Background: an optimization exercise with open tools, aiming at small area and a short achievable clock period. Do not read the settings as production practice.
RTL that was checked went through simulation tests only; none was proved equivalent to the original.
Function not checked in runs 3 and 4: the RTL went through the layout flow alone.

==> design.v <==
module fa (input a, input b, input c, output s, output co);
    assign s = a ^ b ^ c;
    assign co = (a & b) | (c & (a ^ b));
endmodule
module ha (input a, input b, output s, output co);
    assign s = a ^ b;
    assign co = a & b;
endmodule
module g_inv (input a, output y);
    assign y = ~a;
endmodule
module g_nand2 (input a, input b, output y);
    assign y = ~(a & b);
endmodule
module g_nor2 (input a, input b, output y);
    assign y = ~(a | b);
endmodule
module g_or2 (input a, input b, output y);
    assign y = a | b;
endmodule
module g_nand2b (input an, input b, output y);
    assign y = ~(~an & b);
endmodule
module g_nor2b (input a, input bn, output y);
    assign y = ~(a | ~bn);
endmodule
module g_xor2 (input a, input b, output y);
    assign y = a ^ b;
endmodule
module g_xnor2 (input a, input b, output y);
    assign y = ~(a ^ b);
endmodule
module g_a21oi (input a1, input a2, input b1, output y);
    assign y = ~((a1 & a2) | b1);
endmodule
module g_o21ai (input a1, input a2, input b1, output y);
    assign y = ~((a1 | a2) & b1);
endmodule
module early (input [13:0] s, input [11:0] c, output [13:0] pb);
    wire e1s, e1c, e2s, e2c, e3s, e3c, e4s, e4c, e5s, e5c, e6s, e6c;
    wire e7s, e7c, e8s, e8c, e9s, e9c, e10s, e10c, e11s, e11c, e12s, e12c;
    wire e13, e14, e15, e16, e17, e18, e19, e20, e21, e22, e23, e24;
    wire e25, e26, e27, e28, e29, e30, e31, e32, e33, e34, e35, e36;
    wire e37, e38, e39, e40, e41, e42, e43, e44, e45, e46, e47, e48;
    ha i1 (s[0], c[0], e1s, e1c);
    ha i2 (s[1], c[1], e2s, e2c);
    ha i3 (s[2], c[2], e3s, e3c);
    ha i4 (s[4], c[3], e4s, e4c);
    ha i5 (s[5], c[4], e5s, e5c);
    ha i6 (s[6], c[5], e6s, e6c);
    ha i7 (s[7], c[6], e7s, e7c);
    ha i8 (s[8], c[7], e8s, e8c);
    ha i9 (s[9], c[8], e9s, e9c);
    ha i10 (s[10], c[9], e10s, e10c);
    ha i11 (s[11], c[10], e11s, e11c);
    ha i12 (s[12], c[11], e12s, e12c);
    g_a21oi i13 (e2s, e1c, e2c, e13);
    g_nand2 i14 (s[3], e3c, e14);
    g_nand2 i15 (s[3], e3s, e15);
    g_a21oi i16 (e5s, e4c, e5c, e16);
    g_nand2 i17 (e5s, e4s, e17);
    g_a21oi i18 (e7s, e6c, e7c, e18);
    g_nand2 i19 (e7s, e6s, e19);
    g_a21oi i20 (e9s, e8c, e9c, e20);
    g_nand2 i21 (e9s, e8s, e21);
    g_a21oi i22 (e11s, e10c, e11c, e22);
    g_nand2 i23 (e11s, e10s, e23);
    g_o21ai i24 (e15, e13, e14, e24);
    g_o21ai i25 (e19, e16, e18, e25);
    g_nor2 i26 (e19, e17, e26);
    g_o21ai i27 (e23, e20, e22, e27);
    g_nor2 i28 (e23, e21, e28);
    g_a21oi i29 (e26, e24, e25, e29);
    g_inv i30 (e28, e30);
    g_inv i31 (e27, e31);
    g_o21ai i32 (e30, e29, e31, e32);
    g_inv i33 (e17, e33);
    g_inv i34 (e16, e34);
    g_a21oi i35 (e33, e24, e34, e35);
    g_o21ai i36 (e21, e29, e20, e36);
    g_inv i37 (e3s, e37);
    g_inv i38 (e3c, e38);
    g_o21ai i39 (e37, e13, e38, e39);
    g_a21oi i40 (e4s, e24, e4c, e40);
    g_inv i41 (e6s, e41);
    g_inv i42 (e6c, e42);
    g_o21ai i43 (e41, e35, e42, e43);
    g_inv i44 (e8s, e44);
    g_inv i45 (e8c, e45);
    g_o21ai i46 (e44, e29, e45, e46);
    g_a21oi i47 (e10s, e36, e10c, e47);
    g_a21oi i48 (e12s, e32, e12c, e48);
    g_xor2 i49 (e1s, 1'b0, pb[0]);
    g_xor2 i50 (e2s, e1c, pb[1]);
    g_xor2 i51 (e3s, e13, pb[2]);
    g_xnor2 i52 (s[3], e39, pb[3]);
    g_xnor2 i53 (e4s, e24, pb[4]);
    g_xor2 i54 (e5s, e40, pb[5]);
    g_xor2 i55 (e6s, e35, pb[6]);
    g_xor2 i56 (e7s, e43, pb[7]);
    g_xnor2 i57 (e8s, e29, pb[8]);
    g_xor2 i58 (e9s, e46, pb[9]);
    g_xor2 i59 (e10s, e36, pb[10]);
    g_xnor2 i60 (e11s, e47, pb[11]);
    g_xor2 i61 (e12s, e32, pb[12]);
    g_xnor2 i62 (s[13], e48, pb[13]);
endmodule
module late (input [13:0] pb, input [6:0] xr, output [13:0] y);
    wire w1, w2, w3, w4, w5, w6, w7, w8, w9, w10, w11, w12;
    wire w13, w14, w15, w16, w17, w18, w19, w20, w21, w22, w23, w24;
    wire w25, w26, w27, w28, w29, w30, w31, w32, w33, w34, w35, w36;
    wire w37, w38, w39, w40, w41, w42, w43, w44, w45, w46, w47, w48;
    wire w49, w50, w51, w52, w53, w54, w55, w56, w57, w58, w59, w60;
    wire w61, w62, w63, w64, w65, w66, w67, w68, w69, w70, w71, w72;
    wire w73, w74, w75, w76, w77, w78, w79, w80, w81, w82, w83, w84;
    wire w85, w86, w87, w88, w89, w90, w91, w92, w93, w94, w95, w96;
    wire w97, w98, w99, w100, w101, w102, w103, w104, w105, w106, w107, w108;
    wire w109, w110, w111, w112, w113, w114, w115, w116, w117, w118, w119, w120;
    wire w121, w122, w123, w124, w125, w126, w127, w128, w129, w130, w131;
    g_xnor2 i1 (xr[2], xr[0], w1);
    g_xor2 i2 (pb[2], w1, w2);
    g_nand2 i3 (xr[2], xr[0], w3);
    g_o21ai i4 (pb[2], w1, w3, w4);
    g_xnor2 i5 (xr[3], xr[1], w5);
    g_xor2 i6 (pb[3], w5, w6);
    g_nand2 i7 (xr[3], xr[1], w7);
    g_o21ai i8 (pb[3], w5, w7, w8);
    g_xnor2 i9 (xr[4], xr[2], w9);
    g_xor2 i10 (pb[4], w9, w10);
    g_nand2 i11 (xr[4], xr[2], w11);
    g_o21ai i12 (pb[4], w9, w11, w12);
    g_xnor2 i13 (xr[5], xr[3], w13);
    g_xor2 i14 (pb[5], w13, w14);
    g_nand2 i15 (xr[5], xr[3], w15);
    g_o21ai i16 (pb[5], w13, w15, w16);
    g_xor2 i17 (xr[6], xr[4], w17);
    g_xor2 i18 (pb[6], w17, w18);
    g_nand2b i19 (xr[6], xr[4], w19);
    g_o21ai i20 (pb[6], w17, w19, w20);
    g_xor2 i21 (pb[7], xr[5], w21);
    g_xnor2 i22 (pb[8], xr[6], w22);
    g_nand2 i23 (pb[7], xr[5], w23);
    g_nand2b i24 (xr[6], pb[8], w24);
    g_nand2 i25 (pb[0], xr[0], w25);
    g_nor2 i26 (pb[0], xr[0], w26);
    g_xor2 i27 (pb[0], xr[0], w27);
    g_nand2 i28 (pb[1], xr[1], w28);
    g_nor2 i29 (pb[1], xr[1], w29);
    g_xor2 i30 (pb[1], xr[1], w30);
    g_nand2 i31 (w6, w4, w31);
    g_nor2 i32 (w6, w4, w32);
    g_xor2 i33 (w6, w4, w33);
    g_nand2 i34 (w10, w8, w34);
    g_nor2 i35 (w10, w8, w35);
    g_xor2 i36 (w10, w8, w36);
    g_nand2 i37 (w14, w12, w37);
    g_nor2 i38 (w14, w12, w38);
    g_xor2 i39 (w14, w12, w39);
    g_nand2 i40 (w18, w16, w40);
    g_nor2 i41 (w18, w16, w41);
    g_xor2 i42 (w18, w16, w42);
    g_nand2 i43 (w21, w20, w43);
    g_nor2 i44 (w21, w20, w44);
    g_xor2 i45 (w21, w20, w45);
    g_nand2b i46 (w23, w22, w46);
    g_nand2b i47 (w22, w23, w47);
    g_xnor2 i48 (w22, w23, w48);
    g_nand2b i49 (w24, pb[9], w49);
    g_nand2b i50 (pb[9], w24, w50);
    g_xnor2 i51 (pb[9], w24, w51);
    g_o21ai i52 (w29, w25, w28, w52);
    g_nand2b i53 (w28, w2, w53);
    g_nand2b i54 (w29, w2, w54);
    g_nand2b i55 (w32, w2, w55);
    g_o21ai i56 (w35, w31, w34, w56);
    g_nor2 i57 (w35, w32, w57);
    g_o21ai i58 (w38, w34, w37, w58);
    g_nor2 i59 (w38, w35, w59);
    g_o21ai i60 (w41, w37, w40, w60);
    g_nor2 i61 (w41, w38, w61);
    g_o21ai i62 (w44, w40, w43, w62);
    g_nor2 i63 (w44, w41, w63);
    g_inv i64 (w47, w64);
    g_o21ai i65 (w64, w43, w46, w65);
    g_nand2b i66 (w44, w47, w66);
    g_inv i67 (w50, w67);
    g_o21ai i68 (w67, w46, w49, w68);
    g_nand2 i69 (w50, w47, w69);
    g_nand2b i70 (pb[10], w49, w70);
    g_nor2 i71 (pb[11], pb[10], w71);
    g_nor2 i72 (pb[12], pb[11], w72);
    g_nand2 i73 (pb[13], pb[12], w73);
    g_o21ai i74 (w54, w25, w53, w74);
    g_inv i75 (w52, w75);
    g_o21ai i76 (w55, w75, w31, w76);
    g_inv i77 (w53, w77);
    g_a21oi i78 (w57, w77, w56, w78);
    g_nand2b i79 (w54, w57, w79);
    g_inv i80 (w31, w80);
    g_a21oi i81 (w59, w80, w58, w81);
    g_nand2b i82 (w55, w59, w82);
    g_a21oi i83 (w61, w56, w60, w83);
    g_nand2 i84 (w61, w57, w84);
    g_a21oi i85 (w63, w58, w62, w85);
    g_nand2 i86 (w63, w59, w86);
    g_inv i87 (w66, w87);
    g_a21oi i88 (w87, w60, w65, w88);
    g_nand2b i89 (w66, w61, w89);
    g_inv i90 (w69, w90);
    g_a21oi i91 (w90, w62, w68, w91);
    g_nand2b i92 (w69, w63, w92);
    g_a21oi i93 (w50, w65, w70, w93);
    g_nand2b i94 (w66, w50, w94);
    g_nand2b i95 (w68, w71, w95);
    g_nand2b i96 (w70, w72, w96);
    g_inv i97 (pb[13], w97);
    g_o21ai i98 (w97, w71, w73, w98);
    g_o21ai i99 (w79, w25, w78, w99);
    g_inv i100 (w52, w100);
    g_o21ai i101 (w82, w100, w81, w101);
    g_inv i102 (w74, w102);
    g_o21ai i103 (w84, w102, w83, w103);
    g_inv i104 (w76, w104);
    g_o21ai i105 (w86, w104, w85, w105);
    g_o21ai i106 (w89, w78, w88, w106);
    g_nor2 i107 (w89, w79, w107);
    g_o21ai i108 (w92, w81, w91, w108);
    g_nor2 i109 (w92, w82, w109);
    g_o21ai i110 (w94, w83, w93, w110);
    g_nor2 i111 (w94, w84, w111);
    g_inv i112 (w95, w112);
    g_o21ai i113 (w69, w85, w112, w113);
    g_nor2 i114 (w69, w86, w114);
    g_inv i115 (w50, w115);
    g_inv i116 (w96, w116);
    g_o21ai i117 (w115, w88, w116, w117);
    g_nand2b i118 (w89, w50, w118);
    g_inv i119 (pb[13], w119);
    g_inv i120 (w98, w120);
    g_o21ai i121 (w119, w91, w120, w121);
    g_nand2b i122 (w92, pb[13], w122);
    g_inv i123 (w25, w123);
    g_a21oi i124 (w107, w123, w106, w124);
    g_a21oi i125 (w109, w52, w108, w125);
    g_a21oi i126 (w111, w74, w110, w126);
    g_a21oi i127 (w114, w76, w113, w127);
    g_inv i128 (w118, w128);
    g_a21oi i129 (w128, w99, w117, w129);
    g_inv i130 (w122, w130);
    g_a21oi i131 (w130, w101, w121, w131);
    g_xor2 i132 (w27, 1'b0, y[0]);
    g_xnor2 i133 (w30, w25, y[1]);
    g_xor2 i134 (w2, w52, y[2]);
    g_xor2 i135 (w33, w74, y[3]);
    g_xor2 i136 (w36, w76, y[4]);
    g_xor2 i137 (w39, w99, y[5]);
    g_xor2 i138 (w42, w101, y[6]);
    g_xor2 i139 (w45, w103, y[7]);
    g_xor2 i140 (w48, w105, y[8]);
    g_xnor2 i141 (w51, w124, y[9]);
    g_xor2 i142 (pb[10], w125, y[10]);
    g_xor2 i143 (pb[11], w126, y[11]);
    g_xor2 i144 (pb[12], w127, y[12]);
    g_xnor2 i145 (pb[13], w129, y[13]);
endmodule
module top #(parameter m = 7) (
    input clk,
    input signed [m-1:0] noise_in,
    output reg signed [2*m-1:0] filter_out
);
    reg [6:0] d0, d1, d2, d3, d4, d5, d6, d7;
    reg [21:0] r2;
    reg [13:0] s1;
    reg [11:0] c1;
    wire n1, n2, n3, n4, n5, n6, n7, n8, n9, n10, n11, n12;
    wire n13, n14, n15, n16, n17, n18, n19, n20, n21, n22, n23, n24;
    wire n25, n26, n27, n28, n29, n30, n31, n32, n33, n34, n35, n36;
    wire n37, n38, n39, n40, n41, n42, n43, n44, n45, n46, n47, n48;
    wire n49, n50, n51, n52, n53, n54, n55, n56, n57, n58, n59, n60;
    wire n61, n62, n63, n64, n65, n66, n67, n68, n69, n70, n71, n72;
    wire n73, n74, n75, n76, n77, n78, n79, n80, n81, n82, n83, n84;
    wire n85, n86, n87, n88, n89, n90, n91, n92, n93, n94, n95, n96;
    wire n97, n98, n99, n100, n101, n102, n103, n104, n105, n106, n107, n108;
    wire n109, n110, n111, n112, n113, n114, n115, n116, n117, n118, n119, n120;
    wire n121, n122, n123, n124, n125, n126, n127, n128, n129, n130, n131, n132;
    wire n133, n134, n135, n136, n137, n138, n139, n140, n141, n142, n143, n144;
    wire n145, n146, n147, n148, n149, n150, n151, n152, n153, n154, n155, n156;
    wire n157, n158, n159, n160, n161, n162, n163, n164, n165, n166, n167, n168;
    wire n169, n170, n171, n172, n173, n174, n175, n176, n177, n178, n179, n180;
    wire n181, n182, n183, n184, n185, n186, n187, n188, n189, n190, n191, n192;
    wire n193, n194, n195, n196, n197, n198, n199, n200, n201, n202, n203, n204;
    wire n205, n206, n207, n208, n209, n210, n211, n212, n213, n214, n215, n216;
    wire n217, n218, n219, n220, n221, n222, n223, n224, n225, n226, n227, n228;
    wire n229, n230, n231, n232, n233, n234, n235, n236, n237, n238, n239, n240;
    wire n241, n242, n243, n244, n245, n246, n247, n248, n249, n250, n251, n252;
    wire n253, n254, n255, n256;
    fa u1 (d3[0], ~d4[0], d5[0], n1, n2);
    fa u2 (d2[0], d3[1], ~d4[1], n3, n4);
    fa u3 (d5[0], d5[1], d7[1], n5, n6);
    fa u4 (d2[1], d3[2], ~d4[2], n7, n8);
    fa u5 (d5[1], d5[2], d7[0], n9, n10);
    fa u6 (d2[2], d3[3], ~d4[3], n11, n12);
    fa u7 (d5[0], d5[2], d5[3], n13, n14);
    fa u8 (d6[0], d7[1], d7[3], n15, n16);
    fa u9 (d2[0], d2[3], d3[0], n17, n18);
    fa u10 (d3[4], d4[0], ~d4[4], n19, n20);
    fa u11 (d5[1], d5[3], d5[4], n21, n22);
    fa u12 (d6[1], d7[2], d7[4], n23, n24);
    fa u13 (d2[1], d2[4], d3[1], n25, n26);
    fa u14 (d3[5], d4[1], ~d4[5], n27, n28);
    fa u15 (d5[2], d5[4], d5[5], n29, n30);
    fa u16 (d6[2], d7[3], d7[5], n31, n32);
    fa u17 (d2[2], d2[5], d3[2], n33, n34);
    fa u18 (d3[6], d4[2], ~d4[6], n35, n36);
    fa u19 (d5[3], d5[5], d5[6], n37, n38);
    fa u20 (d6[3], d7[4], d7[6], n39, n40);
    fa u21 (d2[3], d2[6], d3[3], n41, n42);
    fa u22 (d4[3], d5[4], d5[6], n43, n44);
    fa u23 (d2[4], d3[4], d4[4], n45, n46);
    fa u24 (d5[5], d6[5], d7[6], n47, n48);
    fa u25 (d2[5], d3[5], d4[5], n49, n50);
    fa u26 (d2[6], d3[6], d4[6], n51, n52);
    fa u27 (d7[2], n4, n6, n53, n54);
    fa u28 (n12, n14, n16, n55, n56);
    fa u29 (n18, n20, n22, n57, n58);
    fa u30 (n26, n28, n30, n59, n60);
    fa u31 (d6[4], d7[5], n34, n61, n62);
    fa u32 (n36, n38, n40, n63, n64);
    fa u33 (d5[6], d6[6], n46, n65, n66);
    fa u34 (n2, n3, n5, n67, n68);
    fa u35 (n8, n10, n11, n69, n70);
    fa u36 (n17, n19, n21, n71, n72);
    fa u37 (n24, n25, n27, n73, n74);
    fa u38 (n32, n33, n35, n75, n76);
    fa u39 (n42, n44, n45, n77, n78);
    fa u40 (n13, n15, n54, n79, n80);
    fa u41 (n29, n31, n56, n81, n82);
    fa u42 (n37, n39, n58, n83, n84);
    fa u43 (n41, n43, n60, n85, n86);
    fa u44 (n47, n62, n64, n87, n88);
    fa u45 (n50, n51, n66, n89, n90);
    fa u46 (n7, n9, n53, n91, n92);
    fa u47 (n23, n55, n70, n93, n94);
    fa u48 (n61, n63, n76, n95, n96);
    fa u49 (n48, n49, n65, n97, n98);
    fa u50 (n57, n72, n73, n99, n100);
    fa u51 (n59, n74, n75, n101, n102);
    fa u52 (n69, n79, n92, n103, n104);
    fa u53 (n77, n86, n87, n105, n106);
    fa u54 (n82, n83, n100, n107, n108);
    fa u55 (n84, n85, n102, n109, n110);
    fa u56 (n71, n80, n93, n111, n112);
    fa u57 (n78, n88, n97, n113, n114);
    fa u58 (n81, n94, n99, n115, n116);
    fa u59 (n96, n105, n110, n117, n118);
    fa u60 (n89, n98, n114, n119, n120);
    fa u61 (n101, n107, n116, n121, n122);
    fa u62 (n95, n108, n109, n123, n124);
    fa u63 (r2[6], r2[7], d0[1], n125, n126);
    ha u64 (d0[3], d0[4], n127, n128);
    fa u65 (r2[8], r2[9], d0[2], n129, n130);
    fa u66 (d0[4], d0[5], d1[1], n131, n132);
    ha u67 (~d1[5], d2[1], n133, n134);
    fa u68 (r2[10], d0[3], d0[5], n135, n136);
    fa u69 (d0[6], d1[2], ~d1[6], n137, n138);
    ha u70 (d2[2], d2[6], n139, n140);
    fa u71 (r2[11], r2[12], d0[4], n141, n142);
    fa u72 (d0[6], d1[3], d2[3], n143, n144);
    ha u73 (r2[13], r2[14], n145, n146);
    fa u74 (r2[15], r2[16], r2[17], n147, n148);
    ha u75 (r2[0], r2[1], n149, n150);
    fa u76 (r2[2], d0[0], d0[1], n151, n152);
    ha u77 (~d1[1], d2[1], n153, n154);
    fa u78 (r2[3], r2[4], d0[1], n155, n156);
    fa u79 (d0[2], ~d1[2], d2[2], n157, n158);
    fa u80 (r2[5], d0[0], d0[2], n159, n160);
    fa u81 (d0[3], ~d1[3], d2[3], n161, n162);
    fa u82 (d1[0], ~d1[4], d2[0], n163, n164);
    fa u83 (d2[4], n127, n125, n165, n166);
    fa u84 (d2[5], n128, n133, n167, n168);
    fa u85 (n126, n129, n131, n169, n170);
    fa u86 (n134, n139, n130, n171, n172);
    fa u87 (n132, n135, n137, n173, n174);
    fa u88 (n140, n136, n138, n175, n176);
    g_xnor2 u89s (n141, n143, n177);
    g_or2 u89c (n141, n143, n178);
    fa u90 (d0[5], d1[4], d2[4], n179, n180);
    fa u91 (n145, n142, n144, n181, n182);
    fa u92 (d0[6], d1[5], d2[5], n183, n184);
    g_xnor2 u93s (n146, n147, n185);
    g_or2 u93c (n146, n147, n186);
    fa u94 (r2[18], d1[6], d2[6], n187, n188);
    ha u95 (d0[0], ~d1[0], n189, n190);
    fa u96 (n150, n153, n151, n191, n192);
    fa u97 (n154, n152, n155, n193, n194);
    fa u98 (n156, n158, n159, n195, n196);
    fa u99 (n160, n162, n163, n197, n198);
    fa u100 (n164, n167, n166, n199, n200);
    fa u101 (n168, n170, n171, n201, n202);
    fa u102 (n172, n174, n175, n203, n204);
    fa u103 (n179, n176, n178, n205, n206);
    fa u104 (n180, n183, n182, n207, n208);
    fa u105 (n184, n148, n187, n209, n210);
    fa u106 (r2[19], r2[20], r2[21], n211, n212);
    ha u107 (d2[0], n149, n213, n214);
    g_xnor2 u108s (n190, n191, n215);
    g_or2 u108c (n190, n191, n216);
    fa u109 (n157, n192, n193, n217, n218);
    fa u110 (n161, n194, n195, n219, n220);
    fa u111 (n196, n165, n197, n221, n222);
    fa u112 (n198, n169, n199, n223, n224);
    fa u113 (n173, n200, n201, n225, n226);
    fa u114 (n177, n202, n203, n227, n228);
    fa u115 (n181, n204, n205, n229, n230);
    fa u116 (n185, n206, n207, n231, n232);
    fa u117 (n186, n209, n208, n233, n234);
    fa u118 (n188, n211, n210, n235, n236);
    fa u119 (n218, n219, noise_in[0], n237, n238);
    fa u120 (n220, n221, noise_in[1], n239, n240);
    fa u121 (n222, noise_in[2], n223, n241, n242);
    fa u122 (n224, noise_in[3], n225, n243, n244);
    fa u123 (n226, noise_in[4], n227, n245, n246);
    fa u124 (n228, noise_in[5], n229, n247, n248);
    fa u125 (n231, n230, ~noise_in[6], n249, n250);
    ha u126 (n232, n233, n251, n252);
    ha u127 (n235, n234, n253, n254);
    ha u128 (n212, n236, n255, n256);
    wire [13:0] pb, y;
    early u_early (s1, c1, pb);
    late u_late (pb, noise_in, y);
    always @(posedge clk) begin
        d0 <= {~noise_in[6], noise_in[5:0]};
        d1 <= d0;
        d2 <= d1;
        d3 <= d2;
        d4 <= d3;
        d5 <= d4;
        d6 <= d5;
        d7 <= d6;
        r2 <= {n120, n90, n52, n119, n118, n113, n106, n124, n117, n123, n122, n121, n115, n112, n111, n104, n103, n91, n68, n67, n1, d7[0]};
        s1 <= {n256, n254, n252, n250, n248, n246, n244, n242, n240, n238, n237, n216, n214, n189};
        c1 <= {n255, n253, n251, n249, n247, n245, n243, n241, n239, n217, n215, n213};
        filter_out <= y;
    end
endmodule
==> flow/run.sh <==
#!/bin/bash
# The standard ORFS layout, with one change: the port buffers are buf_4
# cells instead of the delay buffer that buffer_ports picks by default, which
# puts about half a nanosecond on every path from an input.
set -euo pipefail
export BUFFER_PORTS_ARGS="-buffer_cell sky130_fd_sc_hd__buf_4"
bash standard.sh finish > standard.log 2>&1
==> standard.sh <==
#!/bin/bash
# synth_recipe.tcl (not shown) runs the flow's synth.tcl, then flattens the netlist and writes it again
# the make line also repeats each setting of config.mk as NAME=value (left out here)
make -C /OpenROAD-flow-scripts/flow DESIGN_CONFIG=/design/flow/config.mk WORK_HOME=/design/flow/orfs CLKGATE_MAP_FILE= SYNTH_SCRIPT=/design/flow/synth_recipe.tcl "${@:-finish}"
==> config.mk <==
export PLATFORM = sky130hd
export DESIGN_NAME = top
export DESIGN_NICKNAME = top
export VERILOG_FILES = /design/flow/design.v
export SDC_FILE = /design/flow/constraint.sdc
export NUM_CORES = 4
export LEC_CHECK = 0
export CAP_MARGIN = 20
export CORE_MARGIN = 2
export CORE_UTILIZATION = 60
export CTS_BUF_LIST = sky130_fd_sc_hd__clkbuf_4
export CTS_CLUSTER_DIAMETER = 20
export SLEW_MARGIN = 20
export SYNTH_HIERARCHICAL = 1
==> constraint.sdc <==
create_clock -name core_clock -period 10.0 [get_ports {clk}]
set_input_delay 2.0000 -clock core_clock [delete_from_list [all_inputs] [get_ports {clk}]]
set_output_delay 2.0000 -clock core_clock [all_outputs]
set_load 0.01 [all_outputs]
==> out/results.ini, run 1 <==
[critical_path]
worstSetupEndpointType = flop
slowest_delay_ns = 0.27
required_ns = 10.41
path_cells = buf_4 > xnor2_1 > xor2_1 > nor2_1 > nor2_1 > nand2b_1 > o21ai_1 > a21oi_2 > xnor2_1
rr_worst_depth = 5
crit_slowest_cell = xor2_1
critical_path_class = in -> reg
path_buf_inv = 1
crit_fanout = 7
cp_top_family = XOR/XNOR gates
arrival_ns = 3.62
reg2reg_slack_ns = 6.91
r2r-end = r2[10]
cp-startpoint = noise_in[1]
timing.rr.start = d2[3]
startpoint_type = input pin
crit_end = filter_out[13]
path_depth = 9

[floorplan]
die_h_um = 105
die_w_um = 105
initial_core_util = 0.609
fp.coreArea_sq_um = 10100
die-area_sq_um = 11100
ios = 22
num_rows = 37

[synth]
syn_nets = 608
synthSimpleGateAreaFrac = 0.0460
synth_compound_area_frac = 0.0563
synth-xor-area-share = 0.0737
synth_fa_ha_area_frac = 0.416
yosysSeqAreaShare = 0.382
synth_top_family_by_area = adder cells
ys_ff_latch = 118
syn_area_per_cell_sq_um = 13.3
synthCells = 463
synth_warnings = 7
muxShareOfSynthArea = 0
syn_area_sq_um = 6180
ys_types = 13

[route]
drcViolationCount = 0
drt-total-wl_um = 10300
drtIter0Drc = 112
avgRoutedWirePerCell_um = 15.8
ant_nets = 0
dr.pass1.iters = 4
vias = 3265
viasPerCell = 5.00

[cells_and_area]
register_area_sq_um = 2360
layout.cells.most_common = dfxtp_1
layout_common_cells = dfxtp_1 (118), fa_1 (114), inv_1 (40)
drive_above_1_share = 0.145
fin_nets = 648
fill_cells = 751
final_cell_area_sq_um = 6800
syn2layout_area_growth_pct = 10.0
multi_input_area_sq_um = 3660

[place]
dpl.hpwl_um = 8530
gp_congestion = 0.828
placed_cell_area_sq_um = 6500
port_buffers = 21

[timing]
finalHoldViolations = 0
post-route-period-util = 0.320
setup_tns_ns = 0
min_period_ns = 3.20
grt_setup_unrepaired = no
final.setup_skew_ns = 0.0166
final-max-slew-violation-count = 0
setup_viol = 0
clock.fmax_ghz = 0.312

[clock_tree]
ctsLongestPathBuffers = 2
numCtsBuffers = 17
cts-root-buf = clkbuf_4
post_cts_buffers = 0
post_cts_resized = 0
clk_latency_ns = 0.52
htreeDepth = 4
clk_transition_reported_paths_ns = 0.11
cts_tree = done
ctsHoldBuffers = 0
cts.sink_count = 118

[global_routing]
antenna_found_initial = 1
grt_pass1_vias = 3753
grt_pass1_wl_um = 17800
gr-total-overflow = 0
track_usage = 0.219
grt_max_degree = 17

[hold_path]
worstHoldPathType = reg -> reg

[outcome]
status = finished clean

[run]
cap_violations = 0

## per-module statistics from Yosys, one instance, submodules excluded, a selection
module	copies in the design	flip-flops and latches
fa	114	0
ha	23	0
g_xnor2	18	0
g_xor2	34	0
g_a21oi	22	0
g_or2	3	0
g_nand2b	19	0
g_o21ai	31	0
g_nor2	18	0
g_inv	25	0
late	1	0
early	1	0
## layer usage
layer	track usage	part of all wire
met3	0.0668	0.035
met1	0.247	0.40
met5	0	0
met2	0.392	0.54
met4	0.0743	0.017
## flip-flops by register name, indices dropped and copies added, names as in the netlist
name,flops
d6,7
filter_out,14
d7,7
d3,7
d5,7
c1,12
d0,7
d1,7
s1,14
d2,7
d4,7
r2,22
## logic make-up after synthesis
logic type,count (synthesis)
and+or+nand+nor,61
other,2
adders and majority gates,137
AOI/OAI and AO/OA,53
buffers and inverters,40
xor gates and xnor gates,52
DFF,118
## per-stage QoR
| step | std cells | worst slack, ns | utilization | hold slack [ns] |
|---|---|---|---|---|
| after floorplan | 463 | 6.65 | - | 0.349 |
| after global placement | 620 | 6.27 | 0.642 | 0.363 |
| after detailed placement | 620 | 6.27 | 0.642 | 0.366 |
| after CTS | 652 | 6.85 | 0.670 | 0.382 |
| after global routing | 653 | 6.69 | 0.670 | 0.388 |
| final | 653 | 6.80 | 0.670 | 0.381 |
## Yosys cell counts, drive strengths merged
library cell,number,area [sq um]
ha,23,288
fa,114,2280
nand2b,19,119
nor2,18,67.6
inv,40,150
or2,3,18.8
nand2,21,78.8
xor2,34,298
xnor2,18,158
o21ai,31,155
conb,2,7.51
a21oi,22,193
dfxtp,118,2360
## area by class of cell
| type | instances | area share |
|---|---|---|
| repair buffers | 21 | 0.0232 |
| well taps | 136 | 0.0250 |
| clock buffers | 18 | 0.0199 |
| diodes | 1 | 0.000368 |
| clock inverters | 14 | 0.0228 |
| multi-input cells | 305 | 0.539 |
| inverters | 40 | 0.0221 |
| flip-flops and latches | 118 | 0.348 |
## worst min path at each step
| stage | from | endpoint | slack (ns) | depth (start not counted) |
|---|---|---|---|---|
| CTS | d6[5] | d7[5] | 0.38 | 0 |
| global route | d7[0] | r2[0] | 0.39 | 0 |
| finish | d7[0] | r2[0] | 0.38 | 0 |
| floorplan | d7[0] | r2[0] | 0.35 | 0 |
| global placement | d6[5] | d7[5] | 0.36 | 0 |
| detailed placement | d6[5] | d7[5] | 0.37 | 0 |
==> run 2, diff against run 1 <==
--- a/config.mk
+++ b/config.mk
@@ -10,5 +10,4 @@
 export CORE_UTILIZATION = 60
 export CTS_BUF_LIST = sky130_fd_sc_hd__clkbuf_4
-export CTS_CLUSTER_DIAMETER = 20
 export SLEW_MARGIN = 20
 export SYNTH_HIERARCHICAL = 1
==> out/results.ini, run 2 <==
[outcome]
status = finished clean

[synth]
async_flop_share = 0
netlist.area_leader.share = 0.382
synth.area.top_cells = dfxtp_1 (38%), fa_1 (37%), xor2_1 (4.8%), ha_1 (4.7%), a21oi_2 (3.1%)
synth_edf_count = 0
synthFlopType = dfxtp_1
synthCells = 463
yosysTopAreaCell = dfxtp_1
synth_warnings = 7
syn_area_sq_um = 6180
ys_types = 13
syn_nets = 608
yosysMostFrequentCell = dfxtp_1
syn_area_per_cell_sq_um = 13.3
yosysSeqAreaShare = 0.382
synthTopCellsByCount = dfxtp_1 (118), fa_1 (114), inv_1 (40), xor2_1 (34), o21ai_1 (31)
ys_ff_latch = 118

[timing]
clock.fmax_ghz = 0.312
setup_tns_ns = 0
finalHoldViolations = 0
min_period_ns = 3.20
setup_viol = 0
final-max-slew-violation-count = 0
final.setup_skew_ns = 0.0166
post-route-period-util = 0.320
grt_setup_unrepaired = no
finalWorstSetupSlack_ns = 6.80

[clock_tree]
post_cts_resized = 0
clk_latency_ns = 0.52
ctsHoldBuffers = 0
htreeDepth = 4
numCtsBuffers = 17
cts-root-buf = clkbuf_4
clk_transition_reported_paths_ns = 0.11
cts_tree = done
cts.sink_count = 118
ctsLongestPathBuffers = 2
post_cts_buffers = 0

[global_routing]
gr-total-overflow = 0
grt_max_degree = 17
grt_pass1_wl_um = 17800
grt_pass1_vias = 3753
antenna_found_initial = 1
track_usage = 0.219

[route]
drcViolationCount = 0
dr.pass1.iters = 4
viasPerCell = 5.00
vias = 3265
avgRoutedWirePerCell_um = 15.8
drtIter0Drc = 112
drt-total-wl_um = 10300
ant_nets = 0

[place]
post-place-ws_ns = 6.27
port_buffers = 21
gp_congestion = 0.828
placed_cell_area_sq_um = 6500
dpl.hpwl_um = 8530

[cells_and_area]
largest_reg_flops = 22
layout_common_cells = dfxtp_1 (118), fa_1 (114), inv_1 (40)
final_cell_area_sq_um = 6800
fill_cells = 751
syn2layout_area_growth_pct = 10.0
drive_above_1_share = 0.145
fin_nets = 648
layout.cells.most_common = dfxtp_1
regMostFlops = r2
reg.largest.list = r2 (22), filter_out (14), s1 (14)

[critical_path]
timing.rr.start = d2[3]
critical_path_class = in -> reg
worstSetupEndpointType = flop
slowest_delay_ns = 0.27
rr_worst_depth = 5
path_cells = buf_4 > xnor2_1 > xor2_1 > nor2_1 > nor2_1 > nand2b_1 > o21ai_1 > a21oi_2 > xnor2_1
path_buf_inv = 1
crit_fanout = 7
required_ns = 10.41
r2r-end = r2[10]
cp_top_family = XOR/XNOR gates
crit_slowest_cell = xor2_1
arrival_ns = 3.62
startpoint_type = input pin
reg2reg_slack_ns = 6.91

[hold_path]
hold_path_end = r2[0]
worstHoldPathType = reg -> reg
min-delay-start = d7[0]
hold-path-cell-count = 0

[floorplan]
die_w_um = 105
initial_core_util = 0.609
die_h_um = 105
fp.coreArea_sq_um = 10100
ios = 22
num_rows = 37
die-area_sq_um = 11100

[run]
cap_violations = 0

run 2: layout make-up:
type	count	area, sq um	share of cell area
Antenna cell	1	2.50	0.000368
Clock buffer	18	135	0.0199
Clock inverter	14	155	0.0228
Inverter	40	150	0.0221
Multi-Input combinational cell	305	3660	0.539
Sequential cell	118	2360	0.348
Tap cell	136	170	0.0250
Timing Repair Buffer	21	158	0.0232
run 2: modules after synthesis, one instance, submodules excluded:
module,flops+latches,cells inside,area [sq um]
g_a21oi,0,1,8.76
g_nand2,0,1,3.75
g_inv,0,1,3.75
g_nor2,0,1,3.75
ha,0,1,12.5
fa,0,1,20.0
g_o21ai,0,1,5.00
g_nand2b,0,1,6.26
early,0,1,3.75
g_xor2,0,1,8.76
g_xnor2,0,1,8.76
top,118,133,2420
late,0,1,3.75
g_or2,0,1,6.26
run 2: cells by family (layout without fill, tap and decap cells):
family | after synthesis | in the layout | synth area share
buffers and inverters | 40 | 93 | 0.0243
AO/OA/AOI/OAI | 53 | 53 | 0.0563
other | 2 | 3 | 0.00122
adder cells (fa/ha/maj) | 137 | 137 | 0.416
AND/OR/NAND/NOR | 61 | 61 | 0.0460
flip-flops | 118 | 118 | 0.382
XOR/XNOR | 52 | 52 | 0.0737
run 2: through the flow:
step / instances / util / hold WS (ns)
final: 653 / 0.670 / 0.381
after global routing: 653 / 0.670 / 0.388
after CTS: 652 / 0.670 / 0.382
after detailed placement: 620 / 0.642 / 0.366
after global placement: 620 / 0.642 / 0.363
after floorplan: 463 / - / 0.349
run 2: per-layer routing:
layer	vias up	part of all wire	track usage
met5	-	0	0
met4	0	0.017	0.0743
met3	13	0.035	0.0668
met2	55	0.54	0.392
met1	1664	0.40	0.247
li1	1533	-	-
run 2: worst max-delay path by stage:
stage | to | slack, ns | from | cells past startpoint
after floorplan | filter_out[11] | 6.65 | noise_in[1] | 8
after global placement | filter_out[13] | 6.27 | noise_in[2] | 9
after detailed placement | filter_out[13] | 6.27 | noise_in[2] | 9
after CTS | filter_out[13] | 6.85 | noise_in[2] | 9
after global routing | filter_out[8] | 6.69 | noise_in[1] | 9
final | filter_out[13] | 6.80 | noise_in[1] | 9
==> run 3, diff against run 2 <==
--- a/design.v
+++ b/design.v
@@ -101,7 +101,7 @@
     g_xnor2 i57 (e8s, e29, pb[8]);
     g_xor2 i58 (e9s, e46, pb[9]);
-    g_xor2 i59 (e10s, e36, pb[10]);
-    g_xnor2 i60 (e11s, e47, pb[11]);
-    g_xor2 i61 (e12s, e32, pb[12]);
+    g_xnor2 i59 (e10s, e36, pb[10]);
+    g_xor2 i60 (e11s, e47, pb[11]);
+    g_xnor2 i61 (e12s, e32, pb[12]);
     g_xnor2 i62 (s[13], e48, pb[13]);
 endmodule
@@ -117,7 +117,7 @@
     wire w97, w98, w99, w100, w101, w102, w103, w104, w105, w106, w107, w108;
     wire w109, w110, w111, w112, w113, w114, w115, w116, w117, w118, w119, w120;
-    wire w121, w122, w123, w124, w125, w126, w127, w128, w129, w130, w131;
+    wire w121, w122, w123, w124, w125, w126;
     g_xnor2 i1 (xr[2], xr[0], w1);
-    g_xor2 i2 (pb[2], w1, w2);
+    g_xnor2 i2 (pb[2], w1, w2);
     g_nand2 i3 (xr[2], xr[0], w3);
     g_o21ai i4 (pb[2], w1, w3, w4);
@@ -170,7 +170,7 @@
     g_xnor2 i51 (pb[9], w24, w51);
     g_o21ai i52 (w29, w25, w28, w52);
-    g_nand2b i53 (w28, w2, w53);
-    g_nand2b i54 (w29, w2, w54);
-    g_nand2b i55 (w32, w2, w55);
+    g_nor2 i53 (w2, w28, w53);
+    g_nor2 i54 (w2, w29, w54);
+    g_nor2 i55 (w32, w2, w55);
     g_o21ai i56 (w35, w31, w34, w56);
     g_nor2 i57 (w35, w32, w57);
@@ -187,80 +187,75 @@
     g_o21ai i68 (w67, w46, w49, w68);
     g_nand2 i69 (w50, w47, w69);
-    g_nand2b i70 (pb[10], w49, w70);
-    g_nor2 i71 (pb[11], pb[10], w71);
-    g_nor2 i72 (pb[12], pb[11], w72);
-    g_nand2 i73 (pb[13], pb[12], w73);
-    g_o21ai i74 (w54, w25, w53, w74);
-    g_inv i75 (w52, w75);
-    g_o21ai i76 (w55, w75, w31, w76);
-    g_inv i77 (w53, w77);
-    g_a21oi i78 (w57, w77, w56, w78);
-    g_nand2b i79 (w54, w57, w79);
-    g_inv i80 (w31, w80);
-    g_a21oi i81 (w59, w80, w58, w81);
-    g_nand2b i82 (w55, w59, w82);
-    g_a21oi i83 (w61, w56, w60, w83);
-    g_nand2 i84 (w61, w57, w84);
-    g_a21oi i85 (w63, w58, w62, w85);
-    g_nand2 i86 (w63, w59, w86);
-    g_inv i87 (w66, w87);
-    g_a21oi i88 (w87, w60, w65, w88);
-    g_nand2b i89 (w66, w61, w89);
-    g_inv i90 (w69, w90);
-    g_a21oi i91 (w90, w62, w68, w91);
-    g_nand2b i92 (w69, w63, w92);
-    g_a21oi i93 (w50, w65, w70, w93);
-    g_nand2b i94 (w66, w50, w94);
-    g_nand2b i95 (w68, w71, w95);
-    g_nand2b i96 (w70, w72, w96);
-    g_inv i97 (pb[13], w97);
-    g_o21ai i98 (w97, w71, w73, w98);
+    g_nand2 i70 (pb[10], w49, w70);
+    g_nand2 i71 (pb[11], pb[10], w71);
+    g_nand2 i72 (pb[12], pb[11], w72);
+    g_nand2b i73 (pb[12], pb[13], w73);
+    g_inv i74 (w25, w74);
+    g_a21oi i75 (w54, w74, w53, w75);
+    g_inv i76 (w31, w76);
+    g_a21oi i77 (w55, w52, w76, w77);
+    g_a21oi i78 (w57, w53, w56, w78);
+    g_nand2 i79 (w57, w54, w79);
+    g_a21oi i80 (w59, w76, w58, w80);
+    g_nand2 i81 (w59, w55, w81);
+    g_a21oi i82 (w61, w56, w60, w82);
+    g_nand2 i83 (w61, w57, w83);
+    g_a21oi i84 (w63, w58, w62, w84);
+    g_nand2 i85 (w63, w59, w85);
+    g_inv i86 (w66, w86);
+    g_a21oi i87 (w86, w60, w65, w87);
+    g_nand2b i88 (w66, w61, w88);
+    g_inv i89 (w69, w89);
+    g_a21oi i90 (w89, w62, w68, w90);
+    g_nand2b i91 (w69, w63, w91);
+    g_a21oi i92 (w50, w65, w70, w92);
+    g_nand2b i93 (w66, w50, w93);
+    g_nor2 i94 (w71, w68, w94);
+    g_nor2 i95 (w72, w70, w95);
+    g_inv i96 (pb[13], w96);
+    g_inv i97 (w71, w97);
+    g_o21ai i98 (w96, w97, w73, w98);
     g_o21ai i99 (w79, w25, w78, w99);
     g_inv i100 (w52, w100);
-    g_o21ai i101 (w82, w100, w81, w101);
-    g_inv i102 (w74, w102);
-    g_o21ai i103 (w84, w102, w83, w103);
-    g_inv i104 (w76, w104);
-    g_o21ai i105 (w86, w104, w85, w105);
-    g_o21ai i106 (w89, w78, w88, w106);
-    g_nor2 i107 (w89, w79, w107);
-    g_o21ai i108 (w92, w81, w91, w108);
-    g_nor2 i109 (w92, w82, w109);
-    g_o21ai i110 (w94, w83, w93, w110);
-    g_nor2 i111 (w94, w84, w111);
-    g_inv i112 (w95, w112);
-    g_o21ai i113 (w69, w85, w112, w113);
-    g_nor2 i114 (w69, w86, w114);
-    g_inv i115 (w50, w115);
-    g_inv i116 (w96, w116);
-    g_o21ai i117 (w115, w88, w116, w117);
-    g_nand2b i118 (w89, w50, w118);
-    g_inv i119 (pb[13], w119);
-    g_inv i120 (w98, w120);
-    g_o21ai i121 (w119, w91, w120, w121);
-    g_nand2b i122 (w92, pb[13], w122);
-    g_inv i123 (w25, w123);
-    g_a21oi i124 (w107, w123, w106, w124);
-    g_a21oi i125 (w109, w52, w108, w125);
-    g_a21oi i126 (w111, w74, w110, w126);
-    g_a21oi i127 (w114, w76, w113, w127);
-    g_inv i128 (w118, w128);
-    g_a21oi i129 (w128, w99, w117, w129);
-    g_inv i130 (w122, w130);
-    g_a21oi i131 (w130, w101, w121, w131);
-    g_xor2 i132 (w27, 1'b0, y[0]);
-    g_xnor2 i133 (w30, w25, y[1]);
-    g_xor2 i134 (w2, w52, y[2]);
-    g_xor2 i135 (w33, w74, y[3]);
-    g_xor2 i136 (w36, w76, y[4]);
-    g_xor2 i137 (w39, w99, y[5]);
-    g_xor2 i138 (w42, w101, y[6]);
-    g_xor2 i139 (w45, w103, y[7]);
-    g_xor2 i140 (w48, w105, y[8]);
-    g_xnor2 i141 (w51, w124, y[9]);
-    g_xor2 i142 (pb[10], w125, y[10]);
-    g_xor2 i143 (pb[11], w126, y[11]);
-    g_xor2 i144 (pb[12], w127, y[12]);
-    g_xnor2 i145 (pb[13], w129, y[13]);
+    g_o21ai i101 (w81, w100, w80, w101);
+    g_o21ai i102 (w83, w75, w82, w102);
+    g_o21ai i103 (w85, w77, w84, w103);
+    g_o21ai i104 (w88, w78, w87, w104);
+    g_nor2 i105 (w88, w79, w105);
+    g_o21ai i106 (w91, w80, w90, w106);
+    g_nor2 i107 (w91, w81, w107);
+    g_o21ai i108 (w93, w82, w92, w108);
+    g_nor2 i109 (w93, w83, w109);
+    g_o21ai i110 (w69, w84, w94, w110);
+    g_nor2 i111 (w69, w85, w111);
+    g_o21ai i112 (w67, w87, w95, w112);
+    g_nand2b i113 (w88, w50, w113);
+    g_inv i114 (w98, w114);
+    g_o21ai i115 (w96, w90, w114, w115);
+    g_nand2b i116 (w91, pb[13], w116);
+    g_a21oi i117 (w105, w74, w104, w117);
+    g_a21oi i118 (w107, w52, w106, w118);
+    g_inv i119 (w75, w119);
+    g_a21oi i120 (w109, w119, w108, w120);
+    g_inv i121 (w77, w121);
+    g_a21oi i122 (w111, w121, w110, w122);
+    g_inv i123 (w113, w123);
+    g_a21oi i124 (w123, w99, w112, w124);
+    g_inv i125 (w116, w125);
+    g_a21oi i126 (w125, w101, w115, w126);
+    g_xor2 i127 (w27, 1'b0, y[0]);
+    g_xnor2 i128 (w30, w25, y[1]);
+    g_xnor2 i129 (w2, w52, y[2]);
+    g_xnor2 i130 (w33, w75, y[3]);
+    g_xnor2 i131 (w36, w77, y[4]);
+    g_xor2 i132 (w39, w99, y[5]);
+    g_xor2 i133 (w42, w101, y[6]);
+    g_xor2 i134 (w45, w102, y[7]);
+    g_xor2 i135 (w48, w103, y[8]);
+    g_xnor2 i136 (w51, w117, y[9]);
+    g_xnor2 i137 (pb[10], w118, y[10]);
+    g_xnor2 i138 (pb[11], w120, y[11]);
+    g_xnor2 i139 (pb[12], w122, y[12]);
+    g_xnor2 i140 (pb[13], w124, y[13]);
 endmodule
 module top #(parameter m = 7) (
==> out/results.ini, run 3 <==
[synth]
synthFlopType = dfxtp_1
async_flop_share = 0
syn_nets = 603
syn_area_per_cell_sq_um = 13.4
yosysSeqAreaShare = 0.384
synthCells = 458
ys_types = 13
netlist.area_leader.share = 0.384
yosysMostFrequentCell = dfxtp_1
syn_area_sq_um = 6150
synth_edf_count = 0
synthTopCellsByCount = dfxtp_1 (118), fa_1 (114), inv_1 (35), o21ai_1 (29)
synth_warnings = 7
yosysTopAreaCell = dfxtp_1
ys_ff_latch = 118
synth.area.top_cells = dfxtp_1 (38%), fa_1 (37%), ha_1 (4.7%), xnor2_1 (3.7%), xor2_1 (3.7%)

[route]
vias = 3224
viasPerCell = 5.01
drt-total-wl_um = 10800
dr.pass1.iters = 4
drcViolationCount = 0
drtIter0Drc = 85
avgRoutedWirePerCell_um = 16.8
ant_nets = 0

[critical_path]
timing.rr.start = d2[3]
arrival_ns = 3.62
critical_path_class = in -> reg
startpoint_type = input pin
worstSetupEndpointType = flop
rr_worst_depth = 5
cp-startpoint = noise_in[2]
crit_fanout = 6
crit_end = filter_out[12]
r2r-end = r2[10]
reg2reg_slack_ns = 6.89
required_ns = 10.41

[timing]
setup_viol = 0
min_period_ns = 3.21
clock.fmax_ghz = 0.311
final-max-slew-violation-count = 0
finalHoldViolations = 0
fin_hold_ws_ns = 0.373
setup_tns_ns = 0
post-route-period-util = 0.321
grt_setup_unrepaired = no
final.setup_skew_ns = 0.0217
finalWorstSetupSlack_ns = 6.79

[floorplan]
fp.coreArea_sq_um = 9860
initial_core_util = 0.623
die-area_sq_um = 11100
num_rows = 36
ios = 22
die_w_um = 105
die_h_um = 105

[hold_path]
worstHoldPathType = reg -> reg

[global_routing]
gr-total-overflow = 0
grt_pass1_wl_um = 18700
antenna_found_initial = 0
grt_pass1_vias = 3822
grt_max_degree = 17
track_usage = 0.227

[cells_and_area]
fin_nets = 643
fill_cells = 705
regMostFlops = r2
largest_reg_flops = 22
reg.largest.list = r2 (22), filter_out (14), s1 (14)
antenna_cells = 0
layout.cells.most_common = dfxtp_1
final_cell_area_sq_um = 6780
syn2layout_area_growth_pct = 10.2
layout_common_cells = dfxtp_1 (118), fa_1 (114), inv_1 (35)
drive_above_1_share = 0.149

[place]
dpl.hpwl_um = 8650
placed_cell_area_sq_um = 6470
gp_congestion = 0.890
port_buffers = 21
post-place-ws_ns = 6.33

[clock_tree]
clk_latency_ns = 0.51
post_cts_buffers = 0
cts_tree = done
numCtsBuffers = 17
post_cts_resized = 0
cts-root-buf = clkbuf_4
clk_transition_reported_paths_ns = 0.12
ctsLongestPathBuffers = 2
ctsHoldBuffers = 0
htreeDepth = 4
cts.sink_count = 118

[run]
cap_violations = 0

[outcome]
status = finished clean

==> run 3: cells by family (layout without fill, tap and decap cells) <==
kind of cell               after synthesis  in the layout  synth area share
DFF                                    118            118             0.384
and+or+nand+nor                         61             61            0.0430
AOI/OAI and AO/OA                       53             53            0.0578
xor gates and xnor gates                52             52            0.0741
buffers and inverters                   35             88            0.0214
other                                    2              2           0.00122
adders and majority gates              137            137             0.418
==> run 3: metrics by stage <==
| stage | util | instances |
|---|---|---|
| final | 0.687 | 644 |
| after global routing | 0.687 | 644 |
| after CTS | 0.687 | 644 |
| after detailed placement | 0.656 | 612 |
| after global placement | 0.656 | 612 |
| after floorplan | - | 458 |
==> run 3: per-module statistics from Yosys, one instance, submodules excluded, a selection <==
| module | flops+latches | cells | area, sq um | times used |
|---|---|---|---|---|
| g_or2 | 0 | 1 | 6.26 | 3 |
| g_xor2 | 0 | 1 | 8.76 | 26 |
| late | 0 | 1 | 3.75 | 1 |
| g_a21oi | 0 | 1 | 8.76 | 24 |
| early | 0 | 1 | 3.75 | 1 |
| ha | 0 | 1 | 12.5 | 23 |
| g_inv | 0 | 1 | 3.75 | 20 |
==> run 3: final cells by class <==
cell class	count	area, sq um	share of cell area
Inverter	35	131	0.0194
Timing Repair Buffer	21	158	0.0233
Clock buffer	17	128	0.0188
Sequential cell	118	2360	0.349
Clock inverter	15	178	0.0262
Multi-Input combinational cell	305	3650	0.539
Tap cell	133	166	0.0246
==> run 3: worst min-delay path by stage <==
stage / from / to / slack, ns / cells past startpoint
after global placement: d6[5] / d7[5] / 0.36 / 0
final: d7[0] / r2[0] / 0.37 / 0
after floorplan: d7[0] / r2[0] / 0.35 / 0
after detailed placement: d7[0] / r2[0] / 0.36 / 0
after global routing: d4[4] / d5[4] / 0.38 / 0
after CTS: d7[0] / r2[0] / 0.38 / 0
==> run 3: worst max-delay path, stage by stage <==
cell and delay, ns:
buf_4 0.14, xnor2_1 0.22, xor2_1 0.30, nand2_1 0.14, o21ai_1 0.35, a21oi_2 0.10
o21ai_1 0.19, a21oi_2 0.05, xnor2_1 0.12
==> run 3: per-layer routing <==
layer  part of all wire  up-vias  global-route usage
met5                  0        -                   0
met2               0.55       53               0.422
met1               0.42     1647               0.265
li1                   -     1513                   -
met4             0.0084        0              0.0495
met3              0.028       11              0.0550
==> run 4, diff against run 3 <==
==> flow/run.sh (replaced) <==
#!/bin/bash
# The standard ORFS layout with two changes:
# * the port buffers are buf_4 cells instead of the delay buffer that
#   buffer_ports picks by default (about half a nanosecond on every input);
# * from clock-tree synthesis on, the standard repair_timing steps aim for
#   6.95 ns of setup slack, resizing and swapping pins only, so that the few
#   paths from the input port get larger gates; the constraints (10 ns clock,
#   2 ns input and output delays) are unchanged.
set -euo pipefail
export BUFFER_PORTS_ARGS="-buffer_cell sky130_fd_sc_hd__buf_4"
bash standard.sh place > standard_place.log 2>&1
export SETUP_SLACK_MARGIN=6.95
export SETUP_MOVE_SEQUENCE=sizeup,swap
bash standard.sh finish > standard_finish.log 2>&1
==> out/results.ini, run 4 <==
[route]
drtIter0Drc = 85
drt-total-wl_um = 11100
ant_nets = 0
drcViolationCount = 0
avgRoutedWirePerCell_um = 17.2
vias = 3256
dr.pass1.iters = 4
viasPerCell = 5.06

[synth]
syn_nets = 603
ys_types = 13
yosysSeqAreaShare = 0.384
synthFlopType = dfxtp_1
netlist.area_leader.share = 0.384
synth_warnings = 7
syn_area_sq_um = 6150
ys_ff_latch = 118
yosysMostFrequentCell = dfxtp_1
synth.area.top_cells = dfxtp_1 (38%), fa_1 (37%), ha_1 (4.7%), xnor2_1 (3.7%), xor2_1 (3.7%)
synthTopCellsByCount = dfxtp_1 (118), fa_1 (114), inv_1 (35), o21ai_1 (29)
synth_edf_count = 0
async_flop_share = 0
synthCells = 458
syn_area_per_cell_sq_um = 13.4
yosysTopAreaCell = dfxtp_1

[timing]
final.setup_skew_ns = 0.0215
relSlewSlack = 0.657
fin_hold_ws_ns = 0.373
finalHoldViolations = 0
setup_tns_ns = 0
setup_viol = 0
post-route-period-util = 0.306
clock.fmax_ghz = 0.326
finalWorstSetupSlack_ns = 6.94
grt_setup_unrepaired = yes
final-max-slew-violation-count = 0
min_period_ns = 3.06
worst-slew-pin-transition_ns = 0.511

[cells_and_area]
antenna_cells = 0
fin_nets = 643
register_area_sq_um = 2370
drive_above_1_share = 0.229
instances_no_fill = 644
fill_cells = 681
final_util = 0.708
layout.cells.most_common = fa_1
reg.largest.list = r2 (22), filter_out (14), s1 (14)
regMostFlops = r2
syn2layout_area_growth_pct = 13.7
multi_input_area_sq_um = 3850
layout_common_cells = fa_1 (114), dfxtp_1 (111), inv_1 (35)
largest_reg_flops = 22

[clock_tree]
cts.sink_count = 118
numCtsBuffers = 17
clk_transition_reported_paths_ns = 0.11
ctsLongestPathBuffers = 2
cts-root-buf = clkbuf_4
clk_latency_ns = 0.51
htreeDepth = 4
cts_tree = done

[critical_path]
crit_fanout = 6
reg2reg_slack_ns = 7.05
worstSetupEndpointType = flop
slowest_delay_ns = 0.23
crit_end = filter_out[13]
cp-startpoint = noise_in[4]
crit_slowest_cell = o21ai_2
r2r-end = c1[5]
rr_worst_depth = 5
required_ns = 10.39
arrival_ns = 3.45
path_cells = buf_4 > xor2_4 > o21ai_2 > nor2_2 > nand2b_1 > nand2b_1 > nand2b_1 > inv_1 > a21oi_2 > xnor2_1
cp_common_cell = nand2b_1
critical_path_class = in -> reg
startpoint_type = input pin
timing.rr.start = d0[2]

[global_routing]
antenna_found_initial = 0
gr-total-overflow = 0
grt_max_degree = 17
grt_pass1_wl_um = 18600
grt_pass1_vias = 3811
track_usage = 0.227

[floorplan]
ios = 22
die-area_sq_um = 11100
die_w_um = 105
die_h_um = 105
num_rows = 36
initial_core_util = 0.623
fp.coreArea_sq_um = 9860

[hold_path]
worstHoldPathType = reg -> reg

[run]
cap_violations = 0

[place]
dpl.hpwl_um = 8650
gp_congestion = 0.890
port_buffers = 21
post-place-ws_ns = 6.33
placed_cells = 612

[outcome]
status = finished clean

run 4: kinds of logic (layout without fill, tap and decap cells):
group,after synthesis,in the layout,synth area share
buffers and inverters,35,88,0.0214
AO/OA/AOI/OAI,53,53,0.0578
AND/OR/NAND/NOR,61,61,0.0430
adder cells (fa/ha/maj),137,137,0.418
other,2,2,0.00122
XOR/XNOR,52,52,0.0741
flip-flops,118,118,0.384
run 4: critical path, delay by kind of cell:
family / cells / cell delay (ns)
buffers and inverters: 2 / 0.24
AO/OA/AOI/OAI: 2 / 0.29
XOR/XNOR: 2 / 0.33
AND/OR/NAND/NOR: 4 / 0.59
run 4: per-module statistics from Yosys, one instance, submodules excluded, excerpt:
module / cells / copies in the design / area, sq um
early: 1 / 1 / 3.75
fa: 1 / 114 / 20.0
g_inv: 1 / 20 / 3.75
g_nand2: 1 / 26 / 3.75
g_nand2b: 1 / 11 / 6.26
g_xnor2: 1 / 26 / 8.76
ha: 1 / 23 / 12.5
late: 1 / 1 / 3.75
top: 133 / 1 / 2420
run 4: worst min-delay path by stage:
stage	cells past startpoint	slack, ns	from	to
2_1_floorplan	0	0.35	d7[0]	r2[0]
3_3_place_gp	0	0.36	d6[5]	d7[5]
3_5_place_dp	0	0.36	d7[0]	r2[0]
4_1_cts	0	0.38	d7[0]	r2[0]
5_1_grt	0	0.38	d4[4]	d5[4]
6_report	0	0.37	d7[0]	r2[0]
run 4: cell type report:
type / instances / area share
Multi-Input combinational cell: 305 / 0.551
Tap cell: 133 / 0.0238
Inverter: 35 / 0.0188
Timing Repair Buffer: 21 / 0.0231
Clock inverter: 15 / 0.0254
Sequential cell: 118 / 0.339
Clock buffer: 17 / 0.0183
run 4: per-layer routing:
metal	share of wire	wire length [um]	up-vias	track usage
met5	0	0	-	0
met4	0.012	131	0	0.0495
met3	0.026	289	15	0.0550
met2	0.56	6160	57	0.420
met1	0.41	4490	1677	0.265
li1	-	-	1507	-
run 4: what timing repair did:
action                                  4_1_cts  5_1_grt
setup buffers                                 0        0
endpoints found under the setup margin        9       13
resized for setup                             7       39
hold buffers                                  0        0
pin swaps                                     0        5
run 4: metrics by stage:
| step | cell area (sq um) |
|---|---|
| after global routing | 6990 |
| after floorplan | 6150 |
| after detailed placement | 6470 |
| final | 6990 |
| after global placement | 6470 |
| after CTS | 6790 |

what the ideal ports hide:
In the flow no input, the clock included, has a driving cell. The finished layouts below were timed again as built, in two steps.
Step 1: set_driving_cell puts a clkbuf_16 on clk and a buf_2 on each other input, an assumption about the parent block.
Step 2 adds t to the input delays and takes it off the output delays; t is the mean of the earliest and latest rising clock arrival at the registers after step 1. Input paths then give back, and output paths get back, about the clock's delay inside the block.
Three values: ideal ports, drivers, drivers and shift; two values: the first two.
| run | t, ns | setup slack, ns | worst setup path after step 2 | pins driven straight from the clock port |
|---|---|---|---|---|
| run 1 | 0.546 | 6.796 / 6.802 / 6.257 | input to register | 1 |
| run 2 | 0.546 | 6.796 / 6.802 / 6.257 | input to register | 1 |
| run 3 | 0.531 | 6.789 / 6.797 / 6.266 | input to register | 1 |
| run 4 | 0.525 | 6.937 / 6.942 / 6.417 | input to register | 1 |
After both steps setup and hold are still met in every run listed.
